From an optimization exercise on the open Yosys and OpenROAD flow, aimed at small area; shortcuts taken in it are not production practice.
The RTL was checked by simulation tests, not by an equivalence proof against the original design.

run 1:
## exponent_multiplier
module exponent_multiplier (
    i_clk, i_rst_n,
    i_load, i_start, i_select,
    i_A, i_B,
    o_done, led_select, o_P,
    seg_i_A_ten, seg_i_A_unit,
    seg_i_B_ten, seg_i_B_unit,
    seg_o_P_thousand, seg_o_P_hundred, seg_o_P_ten, seg_o_P_unit
);
    input wire i_clk, i_rst_n;
    input wire i_load, i_start, i_select;
    input [3:0] i_A, i_B;
    output reg o_done, led_select;
    output wire [29:0] o_P;
    output wire [6:0] seg_i_A_ten, seg_i_A_unit;
    output wire [6:0] seg_i_B_ten, seg_i_B_unit;
    output wire [6:0] seg_o_P_thousand, seg_o_P_hundred, seg_o_P_ten, seg_o_P_unit;
    reg [1:0] state;
    reg [4:0] cnt;
    reg [3:0] reg_A, reg_B;
    reg [15:0] dexp;
    wire [29:0] pexp;
    rom_e u_rom (.a(reg_A), .b(reg_B), .e(pexp));
    always @(posedge i_clk or negedge i_rst_n) begin
        if (!i_rst_n) begin
            state <= 2'd0;
            reg_A <= 4'd0;
            reg_B <= 4'd0;
            o_done <= 1'b0;
            led_select <= 1'b0;
        end else begin
            case (state)
            2'd0: begin
                o_done <= 1'b0;
                led_select <= 1'b0;
                if (!i_load) begin
                    reg_A <= i_A;
                    reg_B <= i_B;
                    state <= 2'd1;
                end
            end
            2'd1: if (!i_start) state <= 2'd2;
            2'd2: if (i_start && cnt > {1'b0, reg_B} && cnt >= 5'd5) state <= 2'd3;
            2'd3: begin
                o_done <= 1'b1;
                led_select <= !i_select;
                if (!i_start) state <= 2'd0;
            end
            endcase
        end
    end
    always @(posedge i_clk) begin
        if (state == 2'd0) cnt <= 5'd0;
        else if (state == 2'd2 && i_start) cnt <= cnt + 5'd1;
    end
    function [3:0] add3(input [3:0] d);
        reg ge5;
        begin
            ge5 = d[3] | (d[2] & (d[1] | d[0]));
            add3 = {ge5, (d[2] & ~ge5) | (d[3] & d[0]),
                    ge5 ? ((d[1] & d[0]) | (d[3] & ~d[0])) : d[1], d[0] ^ ge5};
        end
    endfunction
    function [15:0] dd4(input [15:0] d, input [3:0] c);
  ...
For scale: about 100 I/O pins.
Settings: LEC_CHECK=0, ABC_AREA=1, ABC_CLOCK_PERIOD_IN_PS=50000, CAP_MARGIN=20, CORE_MARGIN=2, CORE_UTILIZATION=30, GPL_TIMING_DRIVEN=0, PLACE_DENSITY=0.5, SLEW_MARGIN=20; clock period 50.0 ns.
standard.sh (not shown) runs the stock make flow with config.mk's settings and CLKGATE_MAP_FILE= SYNTH_SCRIPT=/design/flow/synth_recipe.tcl, a recipe that flattens the netlist after the stock synthesis.
==> flow/flow/run.sh <==
#!/bin/bash
# Standard synthesis, then the combinational logic between the standard
# synthesis's registers is re-mapped by ABC for area (registers, their names
# and cell types are kept), then the standard flow from floorplan to finish.
set -euo pipefail
W=$(pwd)
R=$W/orfs/results/$FLOW_PLATFORM/exponent_multiplier/base
YOSYS=$FLOW_HOME/../tools/install/yosys/bin/yosys
bash standard.sh "$R/1_2_yosys.v" > "$W/1_standard_synth.log" 2>&1
cp "$R/1_2_yosys.v" "$W/1_2_yosys.standard.v"
LIBFILE=$FLOW_HOME/platforms/$FLOW_PLATFORM/lib/sky130_fd_sc_hd__tt_025C_1v80.lib \
IN_V=$W/1_2_yosys.standard.v OUT_V=$W/1_2_yosys.reopt.v \
ABC_SCRIPT=$W/flow/area.abc ABC_CONSTR=$W/flow/abc.constr STAT_OUT=$W/reopt_stat.txt \
  "$YOSYS" -c "$W/flow/reopt.tcl" > "$W/2_reopt.log" 2>&1
cp "$W/1_2_yosys.reopt.v" "$R/1_2_yosys.v"
rm -f "$R/1_synth.odb" "$R/1_synth.sdc"
# Port buffers: the smallest buffer. Clock tree: clkbuf_8 buffers, no dummy loads.
bash standard.sh "BUFFER_PORTS_ARGS=-buffer_cell sky130_fd_sc_hd__buf_1" \
  "CTS_ARGS=-sink_clustering_enable -repair_clock_nets -dont_use_dummy_load -buf_list sky130_fd_sc_hd__clkbuf_8 -root_buf sky130_fd_sc_hd__clkbuf_8" \
  finish > "$W/3_standard_finish.log" 2>&1
==> flow/flow/abc.constr <==
set_driving_cell sky130_fd_sc_hd__buf_1
set_load 5
==> flow/flow/area.abc <==
strash; dc2; &get -n; &deepsyn -T 120; &put; dch -f; amap; topo; dnsize
==> flow/flow/reopt.tcl <==
# Re-optimise the combinational logic of the standard synthesis netlist.
# Registers (and tie cells) stay the same instances with the same names.
set lib $::env(LIBFILE)
yosys read_liberty -ignore_miss_func $lib
yosys read_verilog $::env(IN_V)
yosys hierarchy -top exponent_multiplier
yosys select -module exponent_multiplier
yosys select -clear
foreach pat {sky130_fd_sc_hd__df* sky130_fd_sc_hd__edf* sky130_fd_sc_hd__sdf* sky130_fd_sc_hd__conb_1} {
  yosys setattr -mod -set keep_hierarchy 1 $pat
}
yosys flatten
yosys opt_clean -purge
yosys stat
yosys opt -purge
yosys abc -script $::env(ABC_SCRIPT) -liberty $lib -dont_use *probe* -dont_use *lpflow* -dont_use *clkbuf* -dont_use *clkinv* -dont_use *dly* -dont_use *ha_* -dont_use *fa_* -dont_use *fah* -constr $::env(ABC_CONSTR) -D 50000 exponent_multiplier
yosys opt_clean -purge
yosys hilomap -singleton -hicell sky130_fd_sc_hd__conb_1 HI -locell sky130_fd_sc_hd__conb_1 LO exponent_multiplier
yosys splitnets
yosys opt_clean -purge
yosys tee -o $::env(STAT_OUT) stat -liberty $lib exponent_multiplier
yosys select exponent_multiplier
yosys write_verilog -noattr -noexpr -nohex -nodec -selected $::env(OUT_V)
### run 1 -> run 2
--- a/flow/flow/run.sh
+++ b/flow/flow/run.sh
@@ -9,9 +9,18 @@
 bash standard.sh "$R/1_2_yosys.v" > "$W/1_standard_synth.log" 2>&1
 cp "$R/1_2_yosys.v" "$W/1_2_yosys.standard.v"
-LIBFILE=$FLOW_HOME/platforms/$FLOW_PLATFORM/lib/sky130_fd_sc_hd__tt_025C_1v80.lib \
-IN_V=$W/1_2_yosys.standard.v OUT_V=$W/1_2_yosys.reopt.v \
-ABC_SCRIPT=$W/flow/area.abc ABC_CONSTR=$W/flow/abc.constr STAT_OUT=$W/reopt_stat.txt \
-  "$YOSYS" -c "$W/flow/reopt.tcl" > "$W/2_reopt.log" 2>&1
-cp "$W/1_2_yosys.reopt.v" "$R/1_2_yosys.v"
+# three ABC runs with different random seeds, in parallel; the smallest is kept
+for s in 0 1 2; do
+  LIBFILE=$FLOW_HOME/platforms/$FLOW_PLATFORM/lib/sky130_fd_sc_hd__tt_025C_1v80.lib \
+  IN_V=$W/1_2_yosys.standard.v OUT_V=$W/1_2_yosys.reopt$s.v \
+  ABC_SCRIPT=$W/flow/area$s.abc ABC_CONSTR=$W/flow/abc.constr STAT_OUT=$W/reopt_stat$s.txt \
+    "$YOSYS" -c "$W/flow/reopt.tcl" > "$W/2_reopt$s.log" 2>&1 &
+done
+wait
+best=$(for s in 0 1 2; do
+  a=$(awk '/Chip area/ {print $NF}' "$W/reopt_stat$s.txt")
+  [[ -n "$a" ]] && echo "$a $s"
+done | sort -g | head -1 | awk '{print $2}')
+echo "kept ABC run $best" > "$W/2_reopt_choice.log"
+cp "$W/1_2_yosys.reopt$best.v" "$R/1_2_yosys.v"
 rm -f "$R/1_synth.odb" "$R/1_synth.sdc"
 # Port buffers: the smallest buffer. Clock tree: clkbuf_8 buffers, no dummy loads.
==> flow/flow/area0.abc (new file) <==
strash; dc2; &get -n; &deepsyn -T 120 -S 0; &put; dch -f; amap; topo; dnsize
==> flow/flow/area1.abc (new file) <==
strash; dc2; &get -n; &deepsyn -T 120 -S 1; &put; dch -f; amap; topo; dnsize
==> flow/flow/area2.abc (new file) <==
strash; dc2; &get -n; &deepsyn -T 120 -S 3; &put; dch -f; amap; topo; dnsize
removed: flow/flow/area.abc
--- outcome ---
Global-route usage, run 1 and run 2, higher one = run 2.
For utilization, run 2 and run 1 come out practically identical.
The ratio of cells with drive above 1 in the final layout of run 1 and that of run 2 are within noise of each other.
Compared with run 1, run 2 shows maximum fanout count along the critical path that has gone up by more than 10%.
There was hardly any difference in first-pass GRT wire length between run 2 and run 1.
[compare] base=run 1 new=run 2: area used by multi-input combinational logic rose by 0.49%; total standard cell area after synthesis fell by 0.66%.
The inputs of run 3 differ from those of run 2 as listed below.
==> flow/flow/run.sh <==
#!/bin/bash
# Standard synthesis, then the combinational logic between the standard
# synthesis's registers is re-mapped by ABC for area (registers, their names
# and cell types are kept), then the standard flow from floorplan to finish.
set -euo pipefail
W=$(pwd)
R=$W/orfs/results/$FLOW_PLATFORM/exponent_multiplier/base
YOSYS=$FLOW_HOME/../tools/install/yosys/bin/yosys
bash standard.sh "$R/1_2_yosys.v" > "$W/1_standard_synth.log" 2>&1
cp "$R/1_2_yosys.v" "$W/1_2_yosys.standard.v"
LIBFILE=$FLOW_HOME/platforms/$FLOW_PLATFORM/lib/sky130_fd_sc_hd__tt_025C_1v80.lib \
IN_V=$W/1_2_yosys.standard.v OUT_V=$W/1_2_yosys.reopt.v \
ABC_SCRIPT=$W/flow/area.abc ABC_CONSTR=$W/flow/abc.constr STAT_OUT=$W/reopt_stat.txt \
  "$YOSYS" -c "$W/flow/reopt.tcl" > "$W/2_reopt.log" 2>&1
cp "$W/1_2_yosys.reopt.v" "$R/1_2_yosys.v"
rm -f "$R/1_synth.odb" "$R/1_synth.sdc"
# Port buffers: the smallest buffer. Clock tree: clkbuf_4 buffers, no dummy loads.
bash standard.sh "BUFFER_PORTS_ARGS=-buffer_cell sky130_fd_sc_hd__buf_1" \
  "CTS_ARGS=-sink_clustering_enable -repair_clock_nets -dont_use_dummy_load -buf_list sky130_fd_sc_hd__clkbuf_4 -root_buf sky130_fd_sc_hd__clkbuf_4" \
  finish > "$W/3_standard_finish.log" 2>&1
==> flow/flow/area.abc (new file) <==
strash; dc2; &get -n; &deepsyn -T 120; &put; dch -f; amap; topo; dnsize
removed: flow/flow/area0.abc
removed: flow/flow/area1.abc
removed: flow/flow/area2.abc
Sort run 3 and run 2 by sum of met2 wire segment lengths after detailed routing, descending, and run 2 comes first.
Run 3 ends up with higher critical path depth than run 2 does.
Count of non-filler cells in the finished layout: lower on run 2
The non-clock buffer count in run 3 sits about 3% above the value recorded for run 2.

==> re-timing with driven ports <==
The results above use ideal ports. As a check the final layouts listed here were re-extracted and re-timed, cells and wires unchanged.
Step 1 sets driving cells, clkbuf_16 on the clock port and buf_2 on the other inputs (assumed; they add their load-dependent delay and slew).
Step 2 also shifts input and output timing later by t, the mid clock arrival at the registers, as if the neighbouring blocks saw the same clock.
a / b / c = ideal / step 1 / step 2; a / b = the first two.
run | t (ns) | slack for setup (ns) | worst data-port slew with drivers (ns) | cell pins on the clock port's net
run 1 | 0.311 | 29.490 / 29.462 / 29.773 | 0.04 | 1
run 2 | 0.320 | 29.389 / 29.355 / 29.675 | 0.04 | 1
run 3 | 0.356 | 29.451 / 29.425 / 29.780 | 0.04 | 1
After both steps every run listed still meets setup and hold.
